What follows belongs to an exercise in optimizing a design on an open flow for small area and a short achievable clock period; a production flow would make more cautious choices.
In this exercise RTL edits were held to simulation tests only and were not proved equivalent to the original.

==> inputs of branch harbor <==
// mult_top
module mult_top(
	input 							clk,
	input							rst_n,
	input							pipe_flush,
	input 			[32-1:0] 	mcand,
	input 			[32-1:0] 	mplier,
	input 			[4:0]	 		func,
	output logic 	[32-1:0] 	result
);
clock: 13.0 ns
lec_check: 0
abc_area: 1
cap_margin: 20
core_margin: 2
core_utilization: 30
place_density: 0.45
slew_margin: 20
standard.sh (not shown) runs the stock make flow with config.mk's settings and CLKGATE_MAP_FILE= SYNTH_SCRIPT=/design/flow/synth_recipe.tcl, a recipe that flattens the netlist after the stock synthesis.
==> flow/flow/run.sh <==
#!/bin/bash
# Layout flow: the standard ORFS flow (standard.sh, standard synthesis
# unchanged), with two changes made through ORFS's own variables:
#  - input and output ports are buffered with buf_2 (BUFFER_PORTS_ARGS);
#  - after the placement resize step, the drivers of high-fanout nets are
#    and of nets whose slew is over 0.45 ns are given a stronger drive
#    strength of the same cell (flow/upsize.tcl,
#    run as ORFS's POST_RESIZE_TCL hook).
# Each make run's full output goes to a log file in the work folder; ORFS's
# per-step logs are under orfs/logs/.
set -euo pipefail
W=$(pwd)
bash standard.sh synth > "$W/log_synth.txt" 2>&1
bash standard.sh "BUFFER_PORTS_ARGS=-buffer_cell sky130_fd_sc_hd__buf_2" \
  POST_RESIZE_TCL="$W/flow/upsize.tcl" finish > "$W/log_layout.txt" 2>&1
==> flow/flow/upsize.tcl <==
# Upsize (drive strength only, same function and footprint family) the drivers
# of high-fanout or slow-slewing nets.
set lib_cells {}
foreach lc [get_lib_cells */*] { dict set lib_cells [get_name $lc] 1 }
proc next_size {master lib_cells} {
  if {![regexp {^(sky130_fd_sc_hd__[a-z0-9]+)_([0-9]+)$} $master -> base drv]} { return "" }
  foreach d {1 2 4} {
    if {$d > $drv && [dict exists $lib_cells ${base}_$d]} { return ${base}_$d }
  }
  return ""
}
set total 0
for {set pass 0} {$pass < 3} {incr pass} {
  set n 0
  foreach inst [get_cells *] {
    set master [get_property $inst ref_name]
    if {[string match "*tap*" $master] || [string match "*fill*" $master] || [string match "*clkbuf*" $master] || [string match "*conb*" $master]} { continue }
    set worst 0.0
    set fo 0
    foreach pin [get_pins -of_objects $inst -filter "direction == output"] {
      set s [get_property $pin slew_max]
      if {$s > $worst} { set worst $s }
      set net [get_nets -quiet -of_objects $pin]
      if {$net ne ""} {
        set c [llength [get_pins -quiet -of_objects $net -filter "direction == input"]]
        if {$c > $fo} { set fo $c }
      }
    }
    set want 0
    if {$fo >= 14} { set want 4 } elseif {$fo >= 6} { set want 2 }
    regexp {_([0-9]+)$} $master -> drv
    if {$drv < $want || $worst > 0.45} {
      set nm [next_size $master $lib_cells]
      if {$nm ne ""} { replace_cell $inst $nm; incr n }
    }
  }
  incr total $n
  puts "upsize pass $pass: resized $n instances"
  if {$n == 0} { break }
}
puts "upsize: resized $total instances in all"
==> branch tundra: changes against branch harbor <==
--- a/flow/design.v
+++ b/flow/design.v
@@ -1106,14 +1106,14 @@
 	wire c1064 = (1'b1 & pp384) | (1'b1 & c1062) | (pp384 & c1062);
 	wire [63:0] px = {s1063, s1061, c1058, s1057, s1053, c1046, c1040, s1039, c1028, c1020, s1019, c1004, s1003, c984, c974, c962, c950, c938, c924, c910, c896, c880, c864, c848, c830, c812, c794, c774, c754, c734, c714, c694, c674, c654, c636, s633, c600, c584, c568, c552, c538, c524, c510, c498, c486, s485, c464, s463, c444, s443, s435, c420, s419, s413, s407, c398, s397, s393, s389, s387, s385, pp3, pp2, pp1};
 	wire [63:0] py = {1'b0, 1'b0, s1059, 1'b0, 1'b0, s1049, s1045, 1'b0, s1033, s1027, 1'b0, s1011, 1'b0, s993, s983, s973, s961, s949, s937, s923, s909, s895, s879, s863, s847, s829, s811, s793, s773, s753, s733, s713, s693, s673, s653, s635, s617, s599, s583, s567, s551, s537, s523, s509, s497, 1'b0, s473, 1'b0, s453, 1'b0, 1'b0, s427, 1'b0, 1'b0, 1'b0, s401, 1'b0, 1'b0, 1'b0, 1'b0, 1'b0, 1'b0, 1'b0, neg_q[0]};
 	wire [31:0] xs = hi_q ? px[63:32] : px[31:0];
 	wire [31:0] ys = hi_q ? py[63:32] : py[31:0];
-	wire [20:0] low_sum = {1'b0, px[19:0]} + {1'b0, py[19:0]};
-	wire [12:0] mid_sum = {1'b0, px[31:20]} + {1'b0, py[31:20]};
-	wire mid_p = &(px[31:20] ^ py[31:20]);
-	assign c_n = {hi_q & mid_sum[12], hi_q & mid_p, low_sum[20]};
+	wire [16:0] low_sum = {1'b0, px[15:0]} + {1'b0, py[15:0]};
+	wire [16:0] mid_sum = {1'b0, px[31:16]} + {1'b0, py[31:16]};
+	wire mid_p = &(px[31:16] ^ py[31:16]);
+	assign c_n = {hi_q & mid_sum[16], hi_q & mid_p, low_sum[16]};
 	wire [2:0] bs0 = {1'b0, xs[1:0]} + {1'b0, ys[1:0]};
 	assign s0_n[1:0] = bs0[1:0];
 	assign g_n[0] = bs0[2];
 	wire [2:0] bs1 = {1'b0, xs[3:2]} + {1'b0, ys[3:2]};
 	assign s0_n[3:2] = bs1[1:0];
==> flow/flow/run.sh (replaced) <==
#!/bin/bash
set -euo pipefail
W=$(pwd)
bash standard.sh synth > "$W/log_synth.txt" 2>&1
bash standard.sh "BUFFER_PORTS_ARGS=-buffer_cell sky130_fd_sc_hd__buf_2" \
  POST_RESIZE_TCL="$W/flow/upsize.tcl" SETUP_SLACK_MARGIN=7.75 finish > "$W/log_layout.txt" 2>&1
==> comparison table <==
quantity                                                                                      branch harbor     branch tundra
Cell at the slowest stage of the critical path                                                       xor2_1              fa_1
Run status                                                                         timing/DRC/antenna clean  timing/DRC/antenna clean
Worst clock skew                                                                                  0.0185 ns         0.0222 ns
Reg-to-Reg End                                                                             s0_d1[3]$_DFF_P_  s0_d1[9]$_DFF_P_
Grt met3 use                                                                                          8.71%             8.64%
Non-clock buffer share                                                                                4.04%             4.30%
Post-Place Cells                                                                                       4952              4941
Number of iterations in the first detailed-routing pass                                                   7                 6
Multi-input logic area                                                                          21000 sq um       20900 sq um
Post-CTS clock slew at the launch and capture registers of the worst setup and hold paths           0.08 ns           0.09 ns
Proportion of cell area occupied by multi-input gates                                                 69.4%             69.2%
Multi-input gates                                                                                      2719              2718
Largest fanout on the critical path                                                                      24                32
Starting utilization of the core area                                                                 30.2%             30.2%
Fraction of layout cells with a size suffix above 1                                                   9.76%             9.84%
Non-clock inverter count                                                                                608               594
Routability-driven placement congestion ratio                                                         0.962             0.980
Wire length the detailed router placed on met1                                                      55.2 mm           53.9 mm


==> job 3122: inputs <==
Another version of the RTL of mult_top (not shown whole).
export LEC_CHECK = 0
export ABC_AREA = 1
export CAP_MARGIN = 20
export CORE_MARGIN = 2
export CORE_UTILIZATION = 40
export SLEW_MARGIN = 20
create_clock -name core_clock -period 13.0 [get_ports {clk}]
run.sh (not shown) runs the stock make flow with config.mk's settings and CLKGATE_MAP_FILE= SYNTH_SCRIPT=/design/flow/synth_recipe.tcl, a recipe that flattens the netlist after the stock synthesis.
Stock flow here: none of the scripts above is used.
==> job 3354: changes against job 3122 <==
- CORE_UTILIZATION: 40 -> 30
- PLACE_DENSITY: default -> 0.45
==> job 2602: changes against job 3122 <==
==> flow/flow/run.sh (new file) <==
#!/bin/bash
# Layout flow: the standard ORFS flow (standard.sh, standard synthesis
# unchanged), with two changes made through ORFS's own variables:
#  - input and output ports are buffered with buf_2 (BUFFER_PORTS_ARGS);
#  - after the placement resize step, the drivers of high-fanout nets are
#    given a stronger drive strength of the same cell (flow/upsize.tcl,
#    run as ORFS's POST_RESIZE_TCL hook).
# Each make run's full output goes to a log file in the work folder; ORFS's
# per-step logs are under orfs/logs/.
set -euo pipefail
W=$(pwd)
bash standard.sh synth > "$W/log_synth.txt" 2>&1
bash standard.sh "BUFFER_PORTS_ARGS=-buffer_cell sky130_fd_sc_hd__buf_2" \
  POST_RESIZE_TCL="$W/flow/upsize.tcl" finish > "$W/log_layout.txt" 2>&1
==> flow/flow/upsize.tcl (new file) <==
# Upsize the drivers of high-fanout nets (drive strength only; same cell function).
set lib_cells {}
foreach lc [get_lib_cells */*] { dict set lib_cells [get_name $lc] 1 }
set n 0
foreach inst [get_cells *] {
  set master [get_property $inst ref_name]
  if {![regexp {^(sky130_fd_sc_hd__[a-z0-9]+)_([0-9]+)$} $master -> base drv]} { continue }
  if {[string match "*tapvpwrvgnd*" $master] || [string match "*clkbuf*" $master] && 0} { continue }
  set fo 0
  foreach pin [get_pins -of_objects $inst -filter "direction == output"] {
    set net [get_nets -quiet -of_objects $pin]
    if {$net eq ""} { continue }
    set c [llength [get_pins -quiet -of_objects $net -filter "direction == input"]]
    if {$c > $fo} { set fo $c }
  }
  set want ""
  if {$fo >= 14} { set want 4 } elseif {$fo >= 6} { set want 2 }
  if {$want ne "" && $drv < $want && [dict exists $lib_cells ${base}_$want]} {
    replace_cell $inst ${base}_$want
    incr n
  }
}
puts "upsize.tcl: resized $n instances"
==> flow/standard.sh (new file) <==
#!/bin/bash
# synth_recipe.tcl (not shown) runs the flow's synth.tcl, then flattens the netlist and writes it again
# the make line also repeats each setting of config.mk as NAME=value (left out here)
make -C /OpenROAD-flow-scripts/flow DESIGN_CONFIG=/design/flow/config.mk WORK_HOME=/design/flow/orfs CLKGATE_MAP_FILE= SYNTH_SCRIPT=/design/flow/synth_recipe.tcl "${@:-finish}"
- CORE_UTILIZATION: 40 -> 30
- PLACE_DENSITY: default -> 0.45
removed: flow/run.sh
==> notes <==
Sequential cell count is the same in job 3354 and job 2602.
Non-clock buffer count: job 2602 < job 3122 < job 3354.
In synthesized cell count, job 2602 and job 3122 do not differ.
The lowest sequential share of layout area belongs to job 3354, the highest to job 2602.
Area after synthesis is the same in job 2602 and job 3122.
The lowest worst setup slack belongs to job 3354, the highest to job 2602.
In die area, job 2602 and job 3354 do not differ.

==> what the ideal ports hide <==
No port has a modelled driver above. Below, the same layouts with a new extraction and two added sets of constraints.
Step 1 assumes that a clkbuf_16 drives the clock port and a buf_2 every other input.
Step 2 also shifts input and output timing later by t, the mid clock arrival at the registers, as if the neighbouring blocks saw the same clock.
Three values: ideal ports, drivers, drivers and shift; two values: the first two.
| run | shift t [ns] | setup slack, ns | worst register clock-pin slew, ns | cell pins on the clock port's net |
|---|---|---|---|---|
| branch harbor | 0.577 | 7.728 / 7.728 / 7.728 | 0.09 / 0.09 | 1 |
| branch tundra | 0.573 | 7.804 / 7.804 / 7.804 | 0.09 / 0.09 | 1 |
| job 3122 | 0.650 | 7.175 / 7.175 / 7.175 | 0.07 / 0.07 | 1 |
| job 3354 | 0.653 | 7.165 / 7.100 / 7.426 | 0.07 / 0.07 | 1 |
| job 2602 | 0.661 | 7.383 / 7.316 / 7.786 | 0.07 / 0.07 | 1 |
After both steps every run listed still meets setup and hold.
